Source: an optimization exercise on an open RTL-to-GDS flow (aim: small area, a short achievable clock period and few clock cycles). Production flows keep margins and buffers that such runs may drop. Where RTL was checked, it was by simulation tests only, not by an equivalence proof against the original. Function not checked in run 2: the RTL went through the layout flow alone. Power figures rest on the tool's default switching activity, not on a simulated workload.

## flow/design.v

```verilog
module MUX #(parameter WIDTH = 32) (
  input    wire    [WIDTH-1:0]    MUX_IN1,
  input    wire    [WIDTH-1:0]    MUX_IN2,
  input    wire                   MUX_SelectionBit,
  output   reg     [WIDTH-1:0]    MUX_OUT);
  always@(*)
  begin
    case(MUX_SelectionBit)
      1'b0    : begin
                 MUX_OUT = MUX_IN1;
                end
      1'b1    : begin
                 MUX_OUT = MUX_IN2;
                end
      default : begin
                 MUX_OUT = MUX_IN1;
                end
    endcase
  end
endmodule
module Adder #( parameter WIDTH = 32) (
  input    wire    [WIDTH-1:0]    Adder_IN1,
  input    wire    [WIDTH-1:0]    Adder_IN2,
  output   wire    [WIDTH-1:0]    Adder_OUT);
  assign Adder_OUT = Adder_IN1 + Adder_IN2;
endmodule
module Shift_LeftTwice #(parameter WIDTH =25)(
  input      wire     [WIDTH-1:0]                           SLT_in,
  output     wire     [((WIDTH+2)>32?32:(WIDTH+2))-1:0]     SLT_out);
  assign SLT_out = SLT_in<<2;
endmodule
module Sign_Extend (
  input      wire     [15:0]     SignExtend_in,
  output     wire     [31:0]     SignExtend_out);
  assign SignExtend_out = { {16{SignExtend_in[15]}} , SignExtend_in };
endmodule
module ProgramCounter (
  input    wire    [31:0]    PC_IN,
  input    wire              PC_RST,
  input    wire              PC_CLK,
  output   reg     [31:0]    PC_OUT);
  always@(posedge PC_CLK or negedge PC_RST)
  begin
    if(!PC_RST)
      begin
        PC_OUT <= 32'b0 ;
      end
    else
      begin
        PC_OUT <= PC_IN ;
      end
  end
endmodule
module Register_File #( parameter ADDR_Nbits =5 , parameter DEPTH = 100  ) (
  input    wire    [ADDR_Nbits-1:0]          RegisterFile_A1,
  input    wire    [ADDR_Nbits-1:0]          RegisterFile_A2,
  input    wire    [ADDR_Nbits-1:0]          RegisterFile_A3,
  input    wire    [2**(ADDR_Nbits)-1:0]     RegisterFile_WD3,
  input    wire                              RegisterFile_WE3,
  input    wire                              RegisterFile_CLK,
  input    wire                              RegisterFile_RST,
  output   wire    [2**(ADDR_Nbits)-1:0]     RegisterFile_RD1,
  output   wire    [2**(ADDR_Nbits)-1:0]     RegisterFile_RD2);
  reg    [2**(ADDR_Nbits)-1:0]    Rmem    [DEPTH-1:0];
  integer                       i;
  always@(posedge RegisterFile_CLK or negedge RegisterFile_RST)
  begin
    if(!RegisterFile_RST)
      begin
        for(i=0;i<DEPTH;i=i+1)
        begin
          Rmem[i] <= 'b0;
        end
      end
    else if(RegisterFile_WE3)
      Rmem[RegisterFile_A3] <= RegisterFile_WD3;
  end
  assign RegisterFile_RD1 = Rmem[RegisterFile_A1];
  assign RegisterFile_RD2 = Rmem[RegisterFile_A2];
endmodule
module ALU #( parameter WIDTH = 32)(
  input    wire    [WIDTH-1:0]    ALU_srca,
  input    wire    [WIDTH-1:0]    ALU_srcb,
  input    wire    [2:0]          Control,
  output   reg     [WIDTH-1:0]    ALU_out,
  output   wire                   ALU_Zero);
  always@(*)
  begin
    case(Control)
        3'b000: begin
                 ALU_out = ALU_srca & ALU_srcb;
                end
        3'b001: begin
                 ALU_out = ALU_srca | ALU_srcb;
                end
        3'b010: begin
                 ALU_out = ALU_srca + ALU_srcb;
                end
        3'b100: begin
                 ALU_out = ALU_srca - ALU_srcb;
                end
        3'b101: begin
                 ALU_out = ALU_srca * ALU_srcb;
                end
        3'b110: begin
                 if(ALU_srca < ALU_srcb)
                   begin
                     ALU_out = 'b1;
                   end
                 else
                     ALU_out = 'b0;
                end
        default: begin
                  ALU_out = 'b0;
                end
      endcase
  end
assign ALU_Zero = ~(|ALU_out);
endmodule
module Main_Decoder (
  input     wire     [5:0]     MainDecoder_Opcode,
  output    reg                MainDecoder_MemtoReg,
  output    reg                MainDecoder_MemWrite,
  output    reg                MainDecoder_Branch,
  output    reg                MainDecoder_ALUSrc,
  output    reg                MainDecoder_RegDst,
  output    reg                MainDecoder_RegWrite,
  output    reg                MainDecoder_Jump,
  output    reg      [1:0]     MainDecoder_ALUOp);
  always@(*)
  begin
    case(MainDecoder_Opcode)
      6'b100011 : begin 
                  MainDecoder_MemtoReg = 1'b1;
                  MainDecoder_MemWrite = 1'b0;
                  MainDecoder_Branch   = 1'b0;
                  MainDecoder_ALUSrc   = 1'b1;
                  MainDecoder_RegDst   = 1'b0;
                  MainDecoder_RegWrite = 1'b1;
                  MainDecoder_Jump     = 1'b0;
                  MainDecoder_ALUOp    = 2'b00;
                  end
      6'b101011 : begin 
                  MainDecoder_MemtoReg = 1'b1;
                  MainDecoder_MemWrite = 1'b1;
                  MainDecoder_Branch   = 1'b0;
                  MainDecoder_ALUSrc   = 1'b1;
                  MainDecoder_RegDst   = 1'b0;
                  MainDecoder_RegWrite = 1'b0;
                  MainDecoder_Jump     = 1'b0;
                  MainDecoder_ALUOp    = 2'b00;
                  end
      6'b000000 : begin 
                  MainDecoder_MemtoReg = 1'b0;
                  MainDecoder_MemWrite = 1'b0;
                  MainDecoder_Branch   = 1'b0;
                  MainDecoder_ALUSrc   = 1'b0;
                  MainDecoder_RegDst   = 1'b1;
                  MainDecoder_RegWrite = 1'b1;
                  MainDecoder_Jump     = 1'b0;
                  MainDecoder_ALUOp    = 2'b10;
                  end
      6'b001000 : begin 
                  MainDecoder_MemtoReg = 1'b0;
                  MainDecoder_MemWrite = 1'b0;
                  MainDecoder_Branch   = 1'b0;
                  MainDecoder_ALUSrc   = 1'b1;
                  MainDecoder_RegDst   = 1'b0;
                  MainDecoder_RegWrite = 1'b1;
                  MainDecoder_Jump     = 1'b0;
                  MainDecoder_ALUOp    = 2'b00;
                  end
      6'b000100 : begin 
                  MainDecoder_MemtoReg = 1'b0;
                  MainDecoder_MemWrite = 1'b0;
                  MainDecoder_Branch   = 1'b1;
                  MainDecoder_ALUSrc   = 1'b0;
                  MainDecoder_RegDst   = 1'b0;
                  MainDecoder_RegWrite = 1'b0;
                  MainDecoder_Jump     = 1'b0;
                  MainDecoder_ALUOp    = 2'b01;
                  end
      6'b000010 : begin 
                  MainDecoder_MemtoReg = 1'b0;
                  MainDecoder_MemWrite = 1'b0;
                  MainDecoder_Branch   = 1'b0;
                  MainDecoder_ALUSrc   = 1'b0;
                  MainDecoder_RegDst   = 1'b0;
                  MainDecoder_RegWrite = 1'b0;
                  MainDecoder_Jump     = 1'b1;
                  MainDecoder_ALUOp    = 2'b00;
                  end
      default   : begin
                  MainDecoder_MemtoReg = 1'b0;
                  MainDecoder_MemWrite = 1'b0;
                  MainDecoder_Branch   = 1'b0;
                  MainDecoder_ALUSrc   = 1'b0;
                  MainDecoder_RegDst   = 1'b0;
                  MainDecoder_RegWrite = 1'b0;
                  MainDecoder_Jump     = 1'b0;
                  MainDecoder_ALUOp    = 2'b00;
                  end
    endcase
  end
endmodule
module ALU_Decoder (
  input     wire     [1:0]     Decoder_ALUOp,
  input     wire     [5:0]     Decoder_Funct,
  output    reg      [2:0]     Decoder_Control);
  always@(*)
  begin
    case(Decoder_ALUOp)
      2'b00            : begin
                          Decoder_Control = 3'b010;
                         end
      2'b01            : begin
                          Decoder_Control = 3'b100;
                         end
      2'b10            : begin
                          case(Decoder_Funct)
                            6'b100000 : begin
                                         Decoder_Control = 3'b010;
                                        end
                            6'b100010 : begin
                                         Decoder_Control = 3'b100;
                                        end
                            6'b100100 : begin
                                         Decoder_Control = 3'b000;
                                        end
                            6'b100101 : begin
                                         Decoder_Control = 3'b001;
                                        end
                            6'b101010 : begin
                                         Decoder_Control = 3'b110;
                                        end
                            6'b011100 : begin
                                         Decoder_Control = 3'b101;
                                        end
                            default   : begin
                                         Decoder_Control = 3'b010;
                                        end
                          endcase
                         end
      default          : begin
                          Decoder_Control = 3'b010;
                         end
    endcase
  end
endmodule
module Control_Unit (
  input     wire     [5:0]      ControlUnit_Opcode,
  input     wire     [5:0]      ControlUnit_Funct,
  output    wire                ControlUnit_MemtoReg,
  output    wire                ControlUnit_MemWrite,
  output    wire                ControlUnit_Branch,
  output    wire                ControlUnit_ALUSrc,
  output    wire                ControlUnit_RegDst,
  output    wire                ControlUnit_RegWrite,
  output    wire                ControlUnit_Jump,
  output    wire     [2:0]      ControlUnit_ALUControl);
  wire    [1:0]    ALUOp;
  Main_Decoder U_Main_Decoder (
  .MainDecoder_Opcode(ControlUnit_Opcode),
  .MainDecoder_MemtoReg(ControlUnit_MemtoReg),
  .MainDecoder_MemWrite(ControlUnit_MemWrite),
  .MainDecoder_Branch(ControlUnit_Branch),
  .MainDecoder_ALUSrc(ControlUnit_ALUSrc),
  .MainDecoder_RegDst(ControlUnit_RegDst),
  .MainDecoder_RegWrite(ControlUnit_RegWrite),
  .MainDecoder_Jump(ControlUnit_Jump),
  .MainDecoder_ALUOp(ALUOp));
  ALU_Decoder U_ALU_Decoder (
  .Decoder_ALUOp(ALUOp),
  .Decoder_Funct(ControlUnit_Funct),
  .Decoder_Control(ControlUnit_ALUControl));
endmodule
module Data_Path (
  input    wire    [31:0]    DataPath_Instr,
  input    wire    [31:0]    DataPath_ReadData,
  input    wire    [2:0]     DataPath_ALUControl,
  input    wire              DataPath_MemtoReg,
  input    wire              DataPath_MemWrite,
  input    wire              DataPath_PCSrc,
  input    wire              DataPath_ALUSrc,
  input    wire              DataPath_RegDst,
  input    wire              DataPath_RegWrite,
  input    wire              DataPath_Jump,
  input    wire              DataPath_CLK,
  input    wire              DataPath_RST,
  output   wire    [31:0]    DataPath_ALUOUT,
  output   wire    [31:0]    DataPath_WriteData,
  output   wire              DataPath_Zero,
  output   wire    [31:0]    DataPath_PC);
  wire    [31:0]    srca;
  wire    [31:0]    srcb;
  wire    [31:0]    SignImm;
  wire    [31:0]    RESULT;
  wire    [31:0]    PCDASH;
  wire    [31:0]    PCDASH2;
  wire    [31:0]    PCPLUS4;
  wire    [31:0]    PCBRANCH;
  wire    [31:0]    SignImmSLT;
  wire    [27:0]    InstrSLT;
  wire    [4:0]     WriteReg;
  Register_File #(.ADDR_Nbits(5) , .DEPTH(32)) U0_Register_File ( 
  .RegisterFile_A1(DataPath_Instr[25:21]),
  .RegisterFile_A2(DataPath_Instr[20:16]),
  .RegisterFile_A3(WriteReg),
  .RegisterFile_WD3(RESULT),
  .RegisterFile_WE3(DataPath_RegWrite),
  .RegisterFile_CLK(DataPath_CLK),
  .RegisterFile_RST(DataPath_RST),
  .RegisterFile_RD1(srca),
  .RegisterFile_RD2(DataPath_WriteData));
  Sign_Extend U0_Sign_Extend (
  .SignExtend_in(DataPath_Instr[15:0]),
  .SignExtend_out(SignImm));
  ALU #(.WIDTH(32)) U0_ALU (
  .ALU_srca(srca),
  .ALU_srcb(srcb),
  .Control(DataPath_ALUControl),
  .ALU_out(DataPath_ALUOUT),
  .ALU_Zero(DataPath_Zero));
  ProgramCounter U0_ProgramCounter (
  .PC_IN(PCDASH),
  .PC_RST(DataPath_RST),
  .PC_CLK(DataPath_CLK),
  .PC_OUT(DataPath_PC));
  Adder #(.WIDTH(32)) U0_ADDER (
  .Adder_IN1(DataPath_PC),
  .Adder_IN2(32'd4),
  .Adder_OUT(PCPLUS4));
  Adder #(.WIDTH(32)) U1_ADDER (
  .Adder_IN1(SignImmSLT),
  .Adder_IN2(PCPLUS4),
  .Adder_OUT(PCBRANCH));
  MUX #(.WIDTH(32)) U0_MUX ( 
  .MUX_IN1(DataPath_WriteData),
  .MUX_IN2(SignImm),
  .MUX_SelectionBit(DataPath_ALUSrc),
  .MUX_OUT(srcb));
  MUX #(.WIDTH(5)) U1_MUX ( 
  .MUX_IN1(DataPath_Instr[20:16]),
  .MUX_IN2(DataPath_Instr[15:11]),
  .MUX_SelectionBit(DataPath_RegDst),
  .MUX_OUT(WriteReg));
  MUX #(.WIDTH(32)) U2_MUX ( 
  .MUX_IN1(DataPath_ALUOUT),
  .MUX_IN2(DataPath_ReadData),
  .MUX_SelectionBit(DataPath_MemtoReg),
  .MUX_OUT(RESULT));
  MUX #(.WIDTH(32)) U3_MUX ( 
  .MUX_IN1(PCPLUS4),
  .MUX_IN2(PCBRANCH),
  .MUX_SelectionBit(DataPath_PCSrc),
  .MUX_OUT(PCDASH2));
  MUX #(.WIDTH(32)) U4_MUX ( 
  .MUX_IN1(PCDASH2),
  .MUX_IN2({ PCPLUS4[31:28] , InstrSLT }),
  .MUX_SelectionBit(DataPath_Jump),
  .MUX_OUT(PCDASH));
  Shift_LeftTwice #(.WIDTH(32)) U0_Shift_LeftTwice (
  .SLT_in(SignImm),
  .SLT_out(SignImmSLT));
  Shift_LeftTwice #(.WIDTH(26)) U1_Shift_LeftTwice (
  .SLT_in(DataPath_Instr[25:0]),
  .SLT_out(InstrSLT));
endmodule
module Mips_Top (
  input     wire              CLK,
  input     wire              RST,
  output    wire    [31:0]    PC,
  input     wire    [31:0]    Instr,
  output    wire    [31:0]    DataAddr,
  output    wire    [31:0]    WriteData,
  output    wire              MemWrite,
  input     wire    [31:0]    ReadData);
  wire    [31:0]    ALUOUT;
  wire    [2:0]     ALUControl;
  wire              MemtoReg;
  wire              Branch;
  wire              ALUSrc;
  wire              RegDst;
  wire              RegWrite;
  wire              Jump;
  wire              Zero;
  Data_Path U0_Data_Path (
  .DataPath_Instr(Instr),
  .DataPath_ReadData(ReadData),
  .DataPath_ALUControl(ALUControl),
  .DataPath_MemtoReg(MemtoReg),
  .DataPath_MemWrite(MemWrite),
  .DataPath_PCSrc(Zero & Branch),
  .DataPath_ALUSrc(ALUSrc),
  .DataPath_RegDst(RegDst),
  .DataPath_RegWrite(RegWrite),
  .DataPath_Jump(Jump),
  .DataPath_CLK(CLK),
  .DataPath_RST(RST),
  .DataPath_ALUOUT(ALUOUT),
  .DataPath_WriteData(WriteData),
  .DataPath_Zero(Zero),
  .DataPath_PC(PC));
  Control_Unit U0_Control_Unit (
  .ControlUnit_Opcode(Instr[31:26]),
  .ControlUnit_Funct(Instr[5:0]),
  .ControlUnit_MemtoReg(MemtoReg),
  .ControlUnit_MemWrite(MemWrite),
  .ControlUnit_Branch(Branch),
  .ControlUnit_ALUSrc(ALUSrc),
  .ControlUnit_RegDst(RegDst),
  .ControlUnit_RegWrite(RegWrite),
  .ControlUnit_Jump(Jump),
  .ControlUnit_ALUControl(ALUControl));
  assign DataAddr = ALUOUT;
endmodule
```

## flow/run.sh

```bash
#!/bin/bash
# synth_recipe.tcl (not shown) runs the flow's synth.tcl, then flattens the netlist and writes it again
# the make line also repeats each setting of config.mk as NAME=value (left out here)
make -C /OpenROAD-flow-scripts/flow DESIGN_CONFIG=/design/flow/config.mk WORK_HOME=/design/flow/orfs CLKGATE_MAP_FILE= SYNTH_SCRIPT=/design/flow/synth_recipe.tcl finish
```

## flow/config.mk

```make
export PLATFORM = sky130hd
export DESIGN_NAME = Mips_Top
export DESIGN_NICKNAME = Mips_Top
export VERILOG_FILES = /design/flow/design.v
export SDC_FILE = /design/flow/constraint.sdc
export NUM_CORES = 8
export LEC_CHECK = 0
export CAP_MARGIN = 20
export CORE_MARGIN = 2
export CORE_UTILIZATION = 40
export SLEW_MARGIN = 20
```

## flow/constraint.sdc

```tcl
create_clock -name core_clock -period 24.0 [get_ports {CLK}]
set_input_delay 4.8000 -clock core_clock [delete_from_list [all_inputs] [get_ports {CLK}]]
set_output_delay 4.8000 -clock core_clock [all_outputs]
set_load 0.01 [all_outputs]
```

==> results of run 1 <==
## worst register-to-register path, delay by kind of cell, from the launching register on
kind / cells / cell delay [ns]
buf+inv: 6 / 0.72
compound gates: 11 / 4.07
flops: 1 / 0.43
simple gates: 10 / 4.39
mux: 1 / 0.54
fa+ha+maj: 9 / 3.70
## area by class of cell
cell class,instances,area [um^2]
multi-input cells,6437,43900
well taps,2495,3120
flip-flops and latches,1054,26400
inverters,651,2440
fillers,18300,103000
clock buffers,163,3310
clock inverters,51,808
diodes,34,85.1
repair buffers,465,4010
## cells in the mapped netlist, drive strengths merged, types with 61 or more instances
library cell,number,share of area
fa,411,0.11
o21ai,1112,0.074
xnor2,98,0.011
nand3,466,0.031
nand4,193,0.016
buf,252,0.020
nor3,64,0.0044
nor2,549,0.028
a21oi,201,0.014
dfrtp,1054,0.35
inv,640,0.032
and3,216,0.018
a2111oi,63,0.0080
ha,251,0.042
a22oi,559,0.056
nand2,1450,0.072
mux2i,61,0.0081
clkbuf,466,0.023
## worst paths after layout
check / from / end / depth (start not counted)
max in group asynchronous: RST / U0_Data_Path.U0_Register_File.Rmem[13][3]$_DFFE_PN0P_ / 5
setup / recovery: Instr[21] / DataAddr[30] / 36
hold / removal: U0_Data_Path.U0_Register_File.Rmem[25][9]$_DFFE_PN0P_ / U0_Data_Path.U0_Register_File.Rmem[25][9]$_DFFE_PN0P_ / 2
hold reg to reg: U0_Data_Path.U0_Register_File.Rmem[25][9]$_DFFE_PN0P_ / U0_Data_Path.U0_Register_File.Rmem[25][9]$_DFFE_PN0P_ / 2
setup reg to reg: U0_Data_Path.U0_Register_File.Rmem[14][13]$_DFFE_PN0P_ / U0_Data_Path.U0_ProgramCounter.PC_OUT[13]$_DFF_PN0_ / 37
min in group asynchronous: RST / U0_Data_Path.U0_Register_File.Rmem[0][24]$_DFFE_PN0P_ / 1
## logic make-up (layout without fill, tap and decap cells)
group | count (synthesis) | after routing | synth area share
and+or+nand+nor | 3225 | 3225 | 0.197
xor gates and xnor gates | 135 | 135 | 0.0167
adders and majority gates | 662 | 662 | 0.151
buffers and inverters | 1369 | 1330 | 0.0754
other | 1 | 36 | 0.0000499
DFF | 1054 | 1054 | 0.351
muxes | 104 | 104 | 0.0146
AOI/OAI and AO/OA | 2309 | 2309 | 0.194
## where the power goes
part           internal (W)  total [W]  switching (W)
clock network       0.00113    0.00196       0.000832
registers           0.00194    0.00214       0.000197
logic              0.000473    0.00150        0.00103
## metal layers
layer | vias up | routed length, um | GRT usage
li1 | 30400 | - | -
met1 | 36800 | 151000 | 0.531
met2 | 6360 | 163000 | 0.583
met3 | 1951 | 57300 | 0.165
met4 | 28 | 37400 | 0.300
met5 | - | 319 | 0.00680
## through the flow
step / instance area [um^2] / util / cells / power [W] / setup WS (ns)
6_report: 84100 / 0.449 / 11400 / 0.00560 / 1.24
5_1_grt: 84000 / 0.449 / 11300 / 0.00578 / 1.02
3_3_place_gp: 79700 / 0.426 / 11100 / 0.00359 / 1.88
2_1_floorplan: 75100 / - / 8860 / 0.00288 / 4.95
3_5_place_dp: 79700 / 0.426 / 11100 / 0.00360 / 1.76
4_1_cts: 83800 / 0.448 / 11300 / 0.00554 / 1.73
## state kept, by name, summed over array words and instances (netlist names)
register                               flops
U0_Data_Path.U0_ProgramCounter.PC_OUT     30
U0_Data_Path.U0_Register_File.Rmem      1024
==> flow_metrics.py, run 1 <==
metrics = {
    "status": {
        "outcome": "timing/DRC/antenna clean",
    },
    "layout": {
        "layout.nets": 9451,
        "drive_above_1_share": 0.0864,
        "top_library_cells_by_usage_in_the_layout_fill_and_taps_aside": "sky130_fd_sc_hd__nand2_1 (1,435), sky130_fd_sc_hd__o21ai_0 (1,091), sky130_fd_sc_hd__dfrtp_1 (1,054)",
        "flow.area_growth_from_synthesis_pct": 12.0,
        "layout_commonest_cell": "sky130_fd_sc_hd__nand2_1",
    },
    "die": {
        "row_count": 159,
        "floorplan.core_area_um2": 187000,
        "dieArea_um2": 191000,
        "initial_core_util": 0.401,
        "io_pins": 163,
        "die-height_um": 437,
        "die_width_um": 437,
    },
    "timing": {
        "timing_max_transition_violations_final": 0,
        "max_slew.worst_pin.slew_ns": 1.30,
        "timing_hold_violations_final": 0,
        "final.setup.tns_ns": 0,
        "holdWs_ns": 0.502,
        "setup-violations-final": 0,
        "rsz0062_at_grt": "no",
        "final.period_utilization": 0.948,
        "max-slew-margin-rel": 0.130,
        "min_period_ns": 22.76,
        "skew_ns": 0.115,
        "maxClockFrequency_mhz": 43.9,
    },
    "clocking": {
        "postCtsHoldBufs": 0,
        "tritoncts": "yes",
        "cts_root_buffer": "sky130_fd_sc_hd__clkbuf_16",
        "clk_latency_worst_skew_pair_ns": 0.84,
        "cts_inserted_buffers": 114,
        "path_clk_slew_ns": 0.06,
        "cts.htree.levels": 3,
        "post_cts.resized_instances": 0,
        "post_cts.repair.setup_buffers": 0,
        "numClockSinks": 1054,
        "cts-root-to-sink-buffers": 3,
    },
    "detailed_routing": {
        "drc_errors": 0,
        "antenna_violating_nets_post_route": 0,
        "postRouteWirelength_um": 410000,
        "detail_route.iter0.violations": 12800,
        "routed-via-count": 75600,
        "wire_per_inst_um": 36.1,
        "detailedRoute.firstPassIterationCount": 8,
        "vias_per_cell": 6.66,
    },
    "critical_path": {
        "crit_top_cell": "sky130_fd_sc_hd__fa_1",
        "critical_path_required_ns": 19.20,
        "critical_path.endpoint_type": "primary output",
        "startpoint_type": "input pin",
        "reg2reg_slack_ns": 9.98,
        "critical_path.max_stage_delay_ns": 1.13,
        "crit_path_max_fanout": 24,
        "cp_num_buf_inv": 9,
        "worst_path_max_delay_cell": "sky130_fd_sc_hd__clkdlybuf4s50_1",
        "top_cell_family_by_delay_on_the_critical_path": "adder cells",
        "setup.worst_path.class": "in -> out",
        "timing.critical_path.arrival_ns": 17.96,
    },
    "placed_design": {
        "port_buffers": 160,
        "place_congestion": 1.05,
        "place_hpwl_um": 276000,
    },
    "global_route": {
        "grt_max_degree": 118,
        "grt.total_usage": 0.421,
        "grt_first_pass_wirelength_um": 571000,
        "antenna_found_initial": 33,
        "overflow": 0,
        "first_global_vias": 72600,
    },
    "yosys": {
        "yosysWarningCount": 8,
        "synthesis.instances": 8859,
        "synth_seq_area_share": 0.351,
        "synth_flop_cell": "sky130_fd_sc_hd__dfrtp_1",
        "ys_types": 105,
        "synth-seq-cells": 1054,
        "synth_edf_count": 0,
        "netlist_area_um2": 75100,
        "synthesis.area_per_instance_um2": 8.47,
        "asyncSetResetFlopFracSynth": 1.00,
    },
    "power_and_ir_drop": {
        "vdd_drop_max_mv": 0.0609,
        "p_leak_nw": 38.1,
        "power_density_nw_per_um2": 66.6,
    },
    "flow_run": {
        "cap_viol_max_count": 0,
    },
    "worst_hold_path": {
        "worstHoldPathType": "reg -> reg",
    },
}
Testbench counts, summed over its fixed seeds: cycles 33,680.
==> inputs of run 2 (changes only) <==
--- a/flow/design.v
+++ b/flow/design.v
@@ -375,42 +375,147 @@
   output    wire    [31:0]    WriteData,
   output    wire              MemWrite,
   input     wire    [31:0]    ReadData);
-  wire    [31:0]    ALUOUT;
-  wire    [2:0]     ALUControl;
-  wire              MemtoReg;
-  wire              Branch;
-  wire              ALUSrc;
-  wire              RegDst;
-  wire              RegWrite;
-  wire              Jump;
-  wire              Zero;
-  Data_Path U0_Data_Path (
-  .DataPath_Instr(Instr),
-  .DataPath_ReadData(ReadData),
-  .DataPath_ALUControl(ALUControl),
-  .DataPath_MemtoReg(MemtoReg),
-  .DataPath_MemWrite(MemWrite),
-  .DataPath_PCSrc(Zero & Branch),
-  .DataPath_ALUSrc(ALUSrc),
-  .DataPath_RegDst(RegDst),
-  .DataPath_RegWrite(RegWrite),
-  .DataPath_Jump(Jump),
-  .DataPath_CLK(CLK),
-  .DataPath_RST(RST),
-  .DataPath_ALUOUT(ALUOUT),
-  .DataPath_WriteData(WriteData),
-  .DataPath_Zero(Zero),
-  .DataPath_PC(PC));
-  Control_Unit U0_Control_Unit (
-  .ControlUnit_Opcode(Instr[31:26]),
-  .ControlUnit_Funct(Instr[5:0]),
-  .ControlUnit_MemtoReg(MemtoReg),
-  .ControlUnit_MemWrite(MemWrite),
-  .ControlUnit_Branch(Branch),
-  .ControlUnit_ALUSrc(ALUSrc),
-  .ControlUnit_RegDst(RegDst),
-  .ControlUnit_RegWrite(RegWrite),
-  .ControlUnit_Jump(Jump),
-  .ControlUnit_ALUControl(ALUControl));
-  assign DataAddr = ALUOUT;
+  localparam [5:0] OP_R    = 6'b000000;
+  localparam [5:0] OP_ADDI = 6'b001000;
+  localparam [5:0] OP_LW   = 6'b100011;
+  localparam [5:0] OP_SW   = 6'b101011;
+  localparam [5:0] OP_BEQ  = 6'b000100;
+  localparam [5:0] OP_J    = 6'b000010;
+  localparam [2:0] ALU_ADD = 3'd0;
+  localparam [2:0] ALU_SUB = 3'd1;
+  localparam [2:0] ALU_AND = 3'd2;
+  localparam [2:0] ALU_OR  = 3'd3;
+  localparam [2:0] ALU_SLT = 3'd4;
+  localparam [2:0] ALU_MUL = 3'd5;
+  reg  [31:0] pc_q;
+  reg         e_valid;
+  reg         e_we, e_lw, e_sw, e_beq, e_mul, e_imm;
+  reg  [2:0]  e_op;
+  reg  [4:0]  e_rs, e_rt, e_dst;
+  reg  [15:0] e_immv;
+  reg  [29:0] e_pc;
+  reg  [31:0] e_A, e_B;
+  reg         e_av, e_bv;
+  reg         m_valid;
+  reg         m_we, m_lw, m_sw, m_mul;
+  reg  [4:0]  m_dst;
+  reg  [31:0] m_alu, m_B;
+  reg  [15:0] m_a16;
+  reg         w_valid;
+  reg  [4:0]  w_dst;
+  reg  [31:0] w_data;
+  reg  [31:0] rf [0:31];
+  reg  [31:0] rfv;
+  wire [5:0]  f_op  = Instr[31:26];
+  wire [4:0]  f_rs  = Instr[25:21];
+  wire [4:0]  f_rt  = Instr[20:16];
+  wire [4:0]  f_rd  = Instr[15:11];
+  wire [5:0]  f_fn  = Instr[5:0];
+  wire f_isr    = (f_op == OP_R);
+  wire f_isaddi = (f_op == OP_ADDI);
+  wire f_islw   = (f_op == OP_LW);
+  wire f_issw   = (f_op == OP_SW);
+  wire f_isbeq  = (f_op == OP_BEQ);
+  wire f_isj    = (f_op == OP_J);
+  wire f_use_rs = f_isr | f_isaddi | f_islw | f_issw | f_isbeq;
+  wire f_use_rt = f_isr | f_issw | f_isbeq;
+  reg  [2:0] f_aluop;
+  always @(*) begin
+    f_aluop = ALU_ADD;
+    if (f_isr) begin
+      case (f_fn)
+        6'b100010: f_aluop = ALU_SUB;
+        6'b100100: f_aluop = ALU_AND;
+        6'b100101: f_aluop = ALU_OR;
+        6'b101010: f_aluop = ALU_SLT;
+        6'b011100: f_aluop = ALU_MUL;
+        default:   f_aluop = ALU_ADD;
+      endcase
+    end
+  end
+  wire e_late  = e_valid & (e_lw | e_mul);
+  wire f_stall = e_late & ((f_use_rs & (f_rs == e_dst)) | (f_use_rt & (f_rt == e_dst)));
+  wire        m_fwd_ok = m_valid & m_we & ~m_lw & ~m_mul;
+  wire [31:0] e_Ar = e_av ? e_A : 32'd0;
+  wire [31:0] e_Br = e_bv ? e_B : 32'd0;
+  wire [31:0] srcA = (m_fwd_ok & (m_dst == e_rs)) ? m_alu :
+                     (w_valid  & (w_dst == e_rs)) ? w_data : e_Ar;
+  wire [31:0] rtv  = (m_fwd_ok & (m_dst == e_rt)) ? m_alu :
+                     (w_valid  & (w_dst == e_rt)) ? w_data : e_Br;
+  wire [31:0] sext = {{16{e_immv[15]}}, e_immv};
+  wire [31:0] srcB = e_imm ? sext : rtv;
+  wire        is_sub = (e_op == ALU_SUB) | (e_op == ALU_SLT);
+  wire [32:0] sum    = {1'b0, srcA} + {1'b0, is_sub ? ~srcB : srcB} + {32'd0, is_sub};
+  wire        ltu    = ~sum[32];
+  wire [31:0] p_lo   = srcA * {16'd0, srcB[15:0]};
+  reg  [31:0] alu;
+  always @(*) begin
+    case (e_op)
+      ALU_AND: alu = srcA & srcB;
+      ALU_OR:  alu = srcA | srcB;
+      ALU_SLT: alu = {31'd0, ltu};
+      ALU_MUL: alu = p_lo;
+      default: alu = sum[31:0];
+    endcase
+  end
+  wire        e_taken = e_valid & e_beq & (srcA == rtv);
+  wire [29:0] e_tgt   = e_pc + {{14{e_immv[15]}}, e_immv} + 30'd1;
+  wire [15:0] mul_hi = m_a16 * m_B[31:16];
+  wire [31:0] mulres = {m_alu[31:16] + mul_hi, m_alu[15:0]};
+  wire [31:0] m_res  = m_lw ? ReadData : (m_mul ? mulres : m_alu);
+  wire        m_wen  = m_valid & m_we;
+  assign PC        = pc_q;
+  assign DataAddr  = m_alu;
+  assign WriteData = m_B;
+  assign MemWrite  = m_valid & m_sw;
+  wire [31:0] pc4  = pc_q + 32'd4;
+  wire [31:0] pc_n = e_taken ? {e_tgt, 2'b00} :
+                     f_stall ? pc_q :
+                     f_isj   ? {pc4[31:28], Instr[25:0], 2'b00} : pc4;
+  always @(posedge CLK or negedge RST) begin
+    if (!RST) pc_q <= 32'd0;
+    else      pc_q <= pc_n;
+  end
+  always @(posedge CLK or negedge RST) begin
+    if (!RST) begin
+      e_valid <= 1'b0;
+      m_valid <= 1'b0;
+      w_valid <= 1'b0;
+      rfv     <= 32'd0;
+    end else begin
+      e_valid <= ~e_taken & ~f_stall & f_use_rs;
+      m_valid <= e_valid;
+      w_valid <= m_wen;
+      if (m_wen) rfv[m_dst] <= 1'b1;
+    end
+  end
+  always @(posedge CLK) begin
+    e_we   <= f_isr | f_isaddi | f_islw;
+    e_lw   <= f_islw;
+    e_sw   <= f_issw;
+    e_beq  <= f_isbeq;
+    e_mul  <= f_isr & (f_fn == 6'b011100);
+    e_imm  <= f_isaddi | f_islw | f_issw;
+    e_op   <= f_aluop;
+    e_rs   <= f_rs;
+    e_rt   <= f_rt;
+    e_dst  <= f_isr ? f_rd : f_rt;
+    e_immv <= Instr[15:0];
+    e_pc   <= pc_q[31:2];
+    e_A    <= rf[f_rs];
+    e_B    <= rf[f_rt];
+    e_av   <= rfv[f_rs];
+    e_bv   <= rfv[f_rt];
+    m_we   <= e_we;
+    m_lw   <= e_lw;
+    m_sw   <= e_sw;
+    m_mul  <= e_mul;
+    m_dst  <= e_dst;
+    m_alu  <= alu;
+    m_B    <= rtv;
+    m_a16  <= srcA[15:0];
+    w_dst  <= m_dst;
+    w_data <= m_res;
+    if (m_wen) rf[m_dst] <= m_res;
+  end
 endmodule
==> flow/flow/run.sh (new file) <==
#!/bin/bash
# Standard ORFS layout, run through the standard.sh.
cd "$(dirname "$0")/.."
bash standard.sh > standard.log 2>&1
==> flow/standard.sh (new file) <==
#!/bin/bash
# synth_recipe.tcl (not shown) runs the flow's synth.tcl, then flattens the netlist and writes it again
# the make line also repeats each setting of config.mk as NAME=value (left out here)
make -C /OpenROAD-flow-scripts/flow DESIGN_CONFIG=/design/flow/config.mk WORK_HOME=/design/flow/orfs CLKGATE_MAP_FILE= SYNTH_SCRIPT=/design/flow/synth_recipe.tcl "${@:-finish}"
removed: flow/run.sh
==> flow_metrics.py, run 2 <==
metrics = {
    "timing": {
        "setup-violations-final": 0,
        "skew_ns": 0.0311,
        "rsz0062_at_grt": "no",
        "timing_max_transition_violations_final": 0,
        "timing_hold_violations_final": 0,
        "min_period_ns": 9.64,
        "max-slew-margin-rel": 0.235,
        "final.setup.tns_ns": 0,
        "max_slew.worst_pin.slew_ns": 1.15,
        "holdWs_ns": 0.331,
        "final.period_utilization": 0.402,
        "maxClockFrequency_mhz": 104,
    },
    "status": {
        "outcome": "timing/DRC/antenna clean",
    },
    "detailed_routing": {
        "routed-via-count": 50700,
        "wire_per_inst_um": 29.8,
        "vias_per_cell": 5.96,
        "postRouteWirelength_um": 253000,
        "antenna_violating_nets_post_route": 0,
        "drc_errors": 0,
        "detailedRoute.firstPassIterationCount": 5,
        "detail_route.iter0.violations": 6039,
    },
    "critical_path": {
        "setup.worst_path.class": "reg -> reg",
        "crit_top_cell": "sky130_fd_sc_hd__fa_1",
        "cp_num_buf_inv": 5,
        "critical_path.endpoint_type": "register",
        "critical_path_required_ns": 24.69,
        "timing.critical_path.arrival_ns": 10.34,
        "crit_path_max_fanout": 54,
        "worst_path_max_delay_cell": "sky130_fd_sc_hd__mux2_2",
        "startpoint_type": "register",
        "critical_path.max_stage_delay_ns": 0.65,
        "top_cell_family_by_delay_on_the_critical_path": "compound AO/OA/AOI/OAI gates",
    },
    "layout": {
        "post-route-cell-area_um2": 88900,
        "flow.area_growth_from_synthesis_pct": 12.6,
        "drive_above_1_share": 0.207,
        "layout.nets": 6381,
        "layout_commonest_cell": "sky130_fd_sc_hd__edfxtp_1",
        "largest_reg_flops": 1024,
        "final.fill_count": 17300,
        "largest-register": "rf",
        "top_library_cells_by_usage_in_the_layout_fill_and_taps_aside": "sky130_fd_sc_hd__edfxtp_1 (1,024), sky130_fd_sc_hd__mux4_2 (660), sky130_fd_sc_hd__inv_1 (532)",
    },
    "power_and_ir_drop": {
        "p_leak_nw": 32.1,
        "vdd_drop_max_mv": 0.0771,
        "clock_power_share": 0.421,
        "p_int_w": 0.00414,
        "combPwrFrac": 0.100,
        "pwr-share-seq": 0.479,
        "total_switching_power_w": 0.00134,
        "sw_frac": 0.245,
        "power_density_nw_per_um2": 61.6,
        "total_power_w": 0.00548,
    },
    "yosys": {
        "synth_top_cells_by_count": "sky130_fd_sc_hd__edfxtp_1 (1,024), sky130_fd_sc_hd__mux4_2 (660), sky130_fd_sc_hd__inv_1 (532)",
        "netlist_area_um2": 79000,
        "synth_edf_count": 1024,
        "synth.area.top_cells": "sky130_fd_sc_hd__edfxtp_1 (39%), sky130_fd_sc_hd__mux4_2 (19%), sky130_fd_sc_hd__fa_1 (10%)",
        "synth_flop_cell": "sky130_fd_sc_hd__edfxtp_1",
        "synth_top_area_share": 0.389,
        "yosysWarningCount": 1,
        "ys_types": 89,
        "asyncSetResetFlopFracSynth": 0.0481,
        "synthesis.area_per_instance_um2": 14.0,
        "post-synth-top-area-cell": "sky130_fd_sc_hd__edfxtp_1",
        "most_repeated_cell_in_the_gate_level_netlist_after_synthesis": "sky130_fd_sc_hd__edfxtp_1",
        "synthesis.instances": 5632,
        "synth_seq_area_share": 0.476,
        "synth-seq-cells": 1351,
    },
    "clocking": {
        "postCtsHoldBufs": 0,
        "post_cts.resized_instances": 0,
        "cts_inserted_buffers": 144,
        "clk_latency_worst_skew_pair_ns": 0.81,
        "cts-root-to-sink-buffers": 3,
        "tritoncts": "yes",
        "cts.htree.levels": 4,
        "cts_root_buffer": "sky130_fd_sc_hd__clkbuf_16",
        "post_cts.repair.setup_buffers": 0,
        "path_clk_slew_ns": 0.06,
        "numClockSinks": 1351,
    },
    "die": {
        "die-height_um": 448,
        "floorplan.core_area_um2": 197000,
        "initial_core_util": 0.401,
        "io_pins": 163,
        "die_width_um": 448,
        "dieArea_um2": 201000,
        "row_count": 163,
    },
    "placed_design": {
        "place_congestion": 0.925,
        "port_buffers": 160,
        "dpl-instance-area_um2": 83900,
        "place_hpwl_um": 162000,
    },
    "global_route": {
        "first_global_vias": 51600,
        "grt_max_degree": 121,
        "antenna_found_initial": 14,
        "overflow": 0,
        "grt_first_pass_wirelength_um": 365000,
        "grt.total_usage": 0.253,
    },
    "flow_run": {
        "cap_viol_max_count": 0,
    },
    "worst_hold_path": {
        "worstHoldPathType": "reg -> reg",
    },
}
==> run 2: cell count changes after synthesis, sizes merged, moves of 177 or more <==
cell / previous run / this run
a22oi: 559 / 6
and3: 216 / 35
clkbuf: 466 / 235
dfrtp: 1054 / 65
dfxtp: 0 / 262
edfxtp: 0 / 1024
mux4: 0 / 660
nand2: 1450 / 518
nand3: 466 / 76
nand4: 193 / 16
nor2: 549 / 327
o21ai: 1112 / 126
==> run 2: kinds of logic (layout without fill, tap and decap cells) <==
| kind of cell | count (synthesis) | in the layout | synth area share |
|---|---|---|---|
| xor gates and xnor gates | 240 | 240 | 0.0271 |
| buffers and inverters | 876 | 1098 | 0.0424 |
| adders and majority gates | 599 | 599 | 0.132 |
| other | 1 | 12 | 0.0000475 |
| and+or+nand+nor | 1176 | 1176 | 0.0659 |
| DFF | 1351 | 1351 | 0.476 |
| muxes | 783 | 783 | 0.205 |
| AOI/OAI and AO/OA | 606 | 606 | 0.0503 |
==> run 2: cell type report <==
cell class / count / area, um^2 / share of cell area
clock buffer: 195 / 3990 / 0.0449
antenna: 10 / 25.0 / 0.000282
sequential: 1351 / 37600 / 0.423
timing repair buffer: 288 / 2600 / 0.0292
tap: 2640 / 3300 / 0.0372
multi-input combinational: 3406 / 38400 / 0.432
clock inverter: 73 / 903 / 0.0102
inverter: 542 / 2030 / 0.0229
==> run 2: metal layers <==
layer	vias up	global-route usage	share of wire	wire, um
met5	-	0	0.000051	13
met4	2	0.132	0.061	15400
met3	592	0.0396	0.079	20100
met2	2609	0.406	0.47	120000
met1	26600	0.332	0.39	97800
li1	20900	-	-	-
==> run 2: metrics by stage <==
| step | cells | util | setup WS (ns) |
|---|---|---|---|
| 2_1_floorplan | 5633 | - | 15.85 |
| 3_3_place_gp | 8226 | 0.426 | 14.53 |
| 3_5_place_dp | 8227 | 0.426 | 14.36 |
| 4_1_cts | 8495 | 0.451 | 14.36 |
| 5_1_grt | 8498 | 0.452 | 13.73 |
| 6_report | 8505 | 0.452 | 14.36 |
==> run 2: power groups by stage <==
stage	combinational (W)	clock, W	sequential [W]
after CTS	0.000547	0.00233	0.00262
after floorplan	0.000360	0	0.00265
final	0.000547	0.00231	0.00262
after global routing	0.000589	0.00243	0.00263
after global placement	0.000540	0	0.00267
after detailed placement	0.000543	0	0.00267
==> run 2: worst paths after layout <==
kind                              start                   end  slack (ns)  cells past startpoint
setup reg to reg           m_lw$_DFF_P_     m_alu[31]$_DFF_P_       14.36                     30
hold reg to reg            e_we$_DFF_P_          m_we$_DFF_P_        0.33                      0
max in group asynchronous           RST     e_valid$_DFF_PN0_       19.14                      2
setup / recovery           m_lw$_DFF_P_     m_alu[31]$_DFF_P_       14.36                     30
min in group asynchronous           RST  pc_q[31]$_DFFE_PN0P_        4.22                      2
hold / removal             e_we$_DFF_P_          m_we$_DFF_P_        0.33                      0
==> run 2: worst reg2reg max path: cells and delay by family (launching register included) <==
family | cells | cell delay [ns]
XOR/XNOR | 1 | 0.15
buffers and inverters | 5 | 1.26
adder cells (fa/ha/maj) | 7 | 2.86
AND/OR/NAND/NOR | 8 | 1.46
flip-flops | 1 | 0.31
AO/OA/AOI/OAI | 8 | 2.87
multiplexers | 1 | 0.65

[afterwards: timing with drivers on the ports]
In the flow no input, the clock included, has a driving cell. The finished layouts below were timed again as built, in two steps. Step 1 sets driving cells, clkbuf_16 on the clock port and buf_2 on the other inputs (assumed; they add their load-dependent delay and slew). Step 2 also shifts input and output timing later by t, the mid clock arrival at the registers, as if the neighbouring blocks saw the same clock. Slacks: ideal ports / drivers / drivers and shift; pairs: ideal ports / drivers.
| run | shift t [ns] | setup WS [ns] | hold WS [ns] | latest minus earliest clock arrival (ns) | slew at the worst register clock pin (ns) |
|---|---|---|---|---|---|
| run 1 | 0.867 | 1.241 / 1.217 / 1.217 | 0.502 / 0.502 / 0.502 | 0.115 / 0.116 | 0.07 / 0.07 |
| run 2 | 0.875 | 14.356 / 14.356 / 14.356 | 0.331 / 0.331 / 0.331 | 0.040 / 0.040 | 0.07 / 0.07 |
After both steps setup and hold are still met in every run listed. For run 1, which loses most, drivers alone change the setup slack by -0.024 ns; drivers and shift together by -0.024 ns.
